From an optimization exercise on the open Yosys and OpenROAD flow, aimed at small area, a short achievable clock period and few clock cycles; shortcuts taken in it are not production practice.
RTL that was checked went through simulation tests only; none was proved equivalent to the original.
Power figures rest on the tool's default switching activity, not on a simulated workload.

Setup of wip/amber:
// CPU
module CPU(
	input clk,
	input rst,
	output [31:0]imem_addr,
	input [31:0]imem_rdata,
	output [31:0]dmem_addr,
	output [31:0]dmem_wdata,
	output dmem_we,
	input [31:0]dmem_rdata
    );
Size in the first run: ~4000 cells after synthesis.
Settings: LEC_CHECK=0, CAP_MARGIN=20, CORE_MARGIN=2, CORE_UTILIZATION=60, CTS_BUF_LIST=sky130_fd_sc_hd__clkbuf_16, CTS_CLUSTER_DIAMETER=60, CTS_CLUSTER_SIZE=30, PLACE_DENSITY=0.5, SLEW_MARGIN=20, SYNTH_HIERARCHICAL=1; clock period 10.5 ns.
standard.sh (not shown) runs the stock make flow with config.mk's settings and CLKGATE_MAP_FILE= SYNTH_SCRIPT=/design/flow/synth_recipe.tcl, a recipe that flattens the netlist after the stock synthesis.
==> flow/flow/run.sh <==
#!/bin/bash
# Layout flow: the standard synthesis, then the ORFS flow with
#  - combinational cells reset to drive strength 1 before floorplanning,
#  - timing repair aimed at a tighter setup target (SETUP_SLACK_MARGIN),
#  - port buffers of a plain buffer cell.
# Each tool's log goes to the ORFS logs folder; make's output to *.log here.
set -e
F=$(pwd)/flow
bash standard.sh synth > synth.log 2>&1
bash standard.sh PRE_FLOORPLAN_TCL=$F/downsize.tcl \
  SETUP_SLACK_MARGIN=7 TNS_END_PERCENT=100 \
  "BUFFER_PORTS_ARGS=-buffer_cell sky130_fd_sc_hd__buf_2" \
  finish > layout.log 2>&1
==> flow/flow/downsize.tcl <==
# Before floorplanning: put every combinational logic cell at its smallest
# drive strength; timing repair later sizes up the cells that need it.
set db [ord::get_db]
set n 0
foreach inst [[ord::get_db_block] getInsts] {
  set m [[$inst getMaster] getName]
  if {![regexp {^sky130_fd_sc_hd__([a-z0-9]+)_([0-9]+)$} $m -> base sz]} { continue }
  if {$sz <= 1} { continue }
  if {[regexp {^(df|edf|sdf|dl|buf|inv|clk|conb|tap|fill|decap|diode|bufbuf|bufinv|probe|lpflow|macro)} $base]} { continue }
  set new [$db findMaster sky130_fd_sc_hd__${base}_1]
  if {$new eq "NULL" || $new eq ""} { continue }
  $inst swapMaster $new
  incr n
}
puts "downsize: $n cells set to drive strength 1"
Testbench counts of wip/amber, summed over its fixed seeds: cycles 30,486.
Input changes introduced in wip/garnet (baseline for comparison: wip/amber):
--- a/flow/config.mk
+++ b/flow/config.mk
@@ -13,3 +13,2 @@
 export CTS_CLUSTER_SIZE = 30
-export PLACE_DENSITY = 0.5
 export SLEW_MARGIN = 20
Findings:
wip/garnet vs. wip/amber: core utilization now sits at about the same level, power flat, clock network fraction of design power roughly the same. On number of detailed-route iterations in the first pass, wip/amber tracks wip/garnet almost exactly. Diff wip/amber -> wip/garnet: synthesized cell count closely matched the old numbers; cell count along the critical path shows no meaningful change. Per the comparison of wip/garnet with wip/amber, total number of sequential cells ~0 delta; minimum setup slack after placement ~0 delta. Maximum fanout along the worst path: wip/garnet vs wip/amber identical.

Setup of oak:
Another version of the RTL of CPU (not shown whole).
Size in the first run: roughly 3700 cells after synthesis, ~1200 flip-flops, about 51000 um^2 of cells after synthesis.
Settings: LEC_CHECK=0, CAP_MARGIN=20, CORE_MARGIN=2, CORE_UTILIZATION=40, SLEW_MARGIN=20; clock period 10.5 ns.
==> flow/flow/run.sh <==
#!/bin/bash
# Standard layout with a larger setup-slack margin for timing repair.
bash standard.sh SETUP_SLACK_MARGIN=7 TNS_END_PERCENT=100 finish > standard.log 2>&1
Both conditions hold for oak: the flow ran to the end and the final layout passed the timing, DRC and antenna checks.
The following lists how pine was set up differently from oak:
==> flow/flow/run.sh <==
#!/bin/bash
# Standard layout with a larger setup-slack margin for timing repair.
bash standard.sh SETUP_SLACK_MARGIN=5 TNS_END_PERCENT=100 finish > standard.log 2>&1
### Flow results
pine: flow completed, timing, DRC and antenna clean
oak finished end to end and its layout was clean on timing, DRC and antenna.
| count of multi-input gates | oak vs pine | ≈ equal |
STATUS maximum operating frequency: pine loses against oak
Sort oak and pine by clock skew desc -> top: oak
pine consumes less power than oak does.
oak → pine: number of buffers created by CTS went down by 1; setup slack went down by 0.52 ns; core utilization went down by 2.9 points; peak supply drop went down by 10%.
Setup changes, pine to birch
==> flow/flow/run.sh <==
#!/bin/bash
# Standard layout, run through the standard.sh.
bash standard.sh > standard.log 2>&1
==> comparison <==
Row multi-input logic area: birch lower / pine higher
In terms of clock share of power, birch and pine differ only marginally.
Status: wire length of the first global-routing pass parity (pine, birch)
Post-route clock period utilization for birch: 6.8 points up relative to pine
In terms of number of hold-slack violations in the final timing report, pine and birch differ only marginally.
Compared pine against birch; data required time at the worst endpoint within noise.
No functional check of the RTL was part of any run of this note.

== run A ==
CPU with an RTL version that a note above also has.
For scale: about 160 I/O pins.
## CPU
module CPU(
	input clk,
	input rst,
	output [31:0]imem_addr,
	input [31:0]imem_rdata,
	output [31:0]dmem_addr,
	output [31:0]dmem_wdata,
	output dmem_we,
	input [31:0]dmem_rdata
    );
export LEC_CHECK = 0
export CAP_MARGIN = 20
export CORE_MARGIN = 2
export CORE_UTILIZATION = 60
export CTS_BUF_LIST = sky130_fd_sc_hd__clkbuf_16
export CTS_CLUSTER_DIAMETER = 45
export CTS_CLUSTER_SIZE = 25
export SLEW_MARGIN = 20
export SYNTH_HIERARCHICAL = 1
create_clock -name core_clock -period 10.5 [get_ports {clk}]
==> flow/flow/run.sh <==
#!/bin/bash
# Layout flow: the standard synthesis, then the ORFS flow with
#  - combinational cells reset to drive strength 1 before floorplanning,
#  - timing repair aimed at a tighter setup target (SETUP_SLACK_MARGIN),
#  - port buffers of a plain buffer cell.
# Each tool's log goes to the ORFS logs folder; make's output to *.log here.
set -e
F=$(pwd)/flow
bash standard.sh synth > synth.log 2>&1
bash standard.sh PRE_FLOORPLAN_TCL=$F/downsize.tcl \
  SETUP_SLACK_MARGIN=7 TNS_END_PERCENT=100 \
  "BUFFER_PORTS_ARGS=-buffer_cell sky130_fd_sc_hd__buf_2" \
  finish > layout.log 2>&1
Scripts as last shown in full above: flow/flow/downsize.tcl
Testbench counts of run A, summed over its fixed seeds: cycles 30,486.
Input changes introduced in run B (baseline for comparison: run A):
--- a/flow/config.mk
+++ b/flow/config.mk
@@ -12,2 +12,3 @@
-export CTS_CLUSTER_DIAMETER = 45
-export CTS_CLUSTER_SIZE = 25
+export CTS_CLUSTER_DIAMETER = 60
+export CTS_CLUSTER_SIZE = 34
+export GPL_ROUTABILITY_DRIVEN = 0
Findings:
Run B finished all stages; the layout is clean. The global-route wire length before repair number comes out lower for run B vs run A. Of run A and run B, run B shows the lower leakage power, with run A above it. Comparing run A and run B, proportion of cell area occupied by multi-input gates is lower on run A. The wire length the detailed router placed on met1 reported for run B is smaller than that of run A by about 0.54%. ~same clock edge transition at the registers on the reported setup and hold paths in run A and run B. Amount of wire on met3 after detailed routing down 850 um in run B wrt run A. Relative to run A, run B improves worst setup slack after layout.
Input-level comparison between run C and run B:
--- a/flow/config.mk
+++ b/flow/config.mk
@@ -10 +10 @@
-export CORE_UTILIZATION = 60
+export CORE_UTILIZATION = 70
@@ -13,2 +13 @@
-export CTS_CLUSTER_SIZE = 34
-export GPL_ROUTABILITY_DRIVEN = 0
+export CTS_CLUSTER_SIZE = 30
Notes after the runs:
[run C] worst hold slack rose 0.011 ns relative to run B
Across both runs, placed standard-cell area was lower for run C than for run B.
Number of cells in the design after placement delta for run C relative to run B: 186 lower
> inputs changed (run C -> run D)
--- a/flow/config.mk
+++ b/flow/config.mk
@@ -10 +10 @@
-export CORE_UTILIZATION = 70
+export CORE_UTILIZATION = 60
@@ -13,0 +14 @@
+export PLACE_DENSITY = 0.75
--- outcome ---
Cmp run D and run C / worst setup timing slack at the placement stage / lower: run C
Compared with run C, in run D met2 routing resource usage after global routing shrank by 10 points; final area now sits higher; fraction of layout cells with a size suffix above 1 went up; global-route track usage on met1 fell 8.8 points.
Taking run C as the reference, in run D wire length has remained practically unchanged; final cell count has increased.
What run C reported for met1 routed wirelength after detailed routing has to be multiplied by 1.06 to get the figure for run D.
Status | run D and run C | clean
Re register-to-register slack: run D is 0.09 ns up on run C.
Compared to run C, run D has cell area after placement 0.40% higher.
Of run D and run C, the run reporting the lower vertical die dimension was run C.
Relative to run D, the following input files were edited for run E:
--- a/flow/config.mk
+++ b/flow/config.mk
@@ -10 +10 @@
-export CORE_UTILIZATION = 60
+export CORE_UTILIZATION = 65
@@ -14 +14 @@
-export PLACE_DENSITY = 0.75
+export GPL_ROUTABILITY_DRIVEN = 0
## What came out
- Diff run D -> run E | global-route wire length before repair | decrease of about 0.8%
- On slack of the critical path, run D loses to run E.
- Run E finished every stage; the final checks, however, were not passed, the failures being capacitance limit, slew limit.
- Looking only at via count of the first global-routing pass, and setting everything else aside, the lower value of run D and run E goes to run E.
- Between run E and run D, it is run E whose share of total power in the clock network is lower, by 1.7 points.
### run E -> run F
--- a/flow/config.mk
+++ b/flow/config.mk
@@ -10 +10 @@
-export CORE_UTILIZATION = 65
+export CORE_UTILIZATION = 55
## What came out
[compare] base=run E new=run F: non-clock buffer count now larger; non-filler instance count after layout went up by 252; global-route usage fell 5.7 points; total via count after detailed routing went down by 2.1%; number of global-route vias before repair lower.
Re total power: run F and run E aren't equal, and the higher value belongs to run F.
The run showing the greater cell area is run F.
Of run F and run E, only run E fails to finish with a clean layout.
The final report for run E shows a completed flow and a layout that fails verification, specifically capacitance limit, slew limit.
Run E → run F: length of routed wiring on met1 went up 16%; routed wire length went up 4.1%.

## what the ideal ports hide
How much do the figures lean on ideal ports? The routed layouts below were timed once more, with nothing changed but the port constraints.
Step 1: set_driving_cell puts a clkbuf_16 on clk and a buf_2 on each other input, an assumption about the parent block.
Step 2, shift: input delay + t, output delay - t, t = (earliest + latest rising clock arrival at the registers) / 2. This alone moves slack from input paths to output paths.
Slacks: ideal ports / drivers / drivers and shift; pairs: ideal ports / drivers.
run | shift t [ns] | slack for setup (ns) | hold slack, ns | cell pins on the clock port's net
wip/amber | 0.753 | 6.909 / 6.909 / 6.233 | 0.353 / 0.353 / 0.353 | 1
wip/garnet | 0.753 | 6.909 / 6.909 / 6.233 | 0.353 / 0.353 / 0.353 | 1
oak | 0.812 | 5.552 / 5.552 / 5.552 | 0.404 / 0.404 / 0.404 | 1
pine | 0.819 | 5.031 / 5.031 / 4.719 | 0.385 / 0.385 / 0.385 | 1
birch | 0.819 | 4.314 / 4.314 / 4.314 | 0.385 / 0.385 / 0.385 | 1
run A | 0.825 | 6.885 / 6.885 / 6.157 | 0.352 / 0.352 / 0.352 | 1
run B | 0.766 | 6.916 / 6.902 / 6.214 | 0.345 / 0.345 / 0.345 | 1
run C | 0.722 | 6.797 / 6.797 / 6.162 | 0.355 / 0.355 / 0.355 | 1
run D | 0.757 | 6.883 / 6.883 / 6.195 | 0.357 / 0.357 / 0.357 | 1
run E | 0.720 | 6.897 / 6.910 / 6.225 | 0.351 / 0.351 / 0.351 | 1
run F | 0.764 | 6.890 / 6.890 / 6.259 | 0.354 / 0.354 / 0.354 | 1
For run A, which loses most, drivers alone change the setup slack by 0.000 ns; drivers and shift together by -0.728 ns.
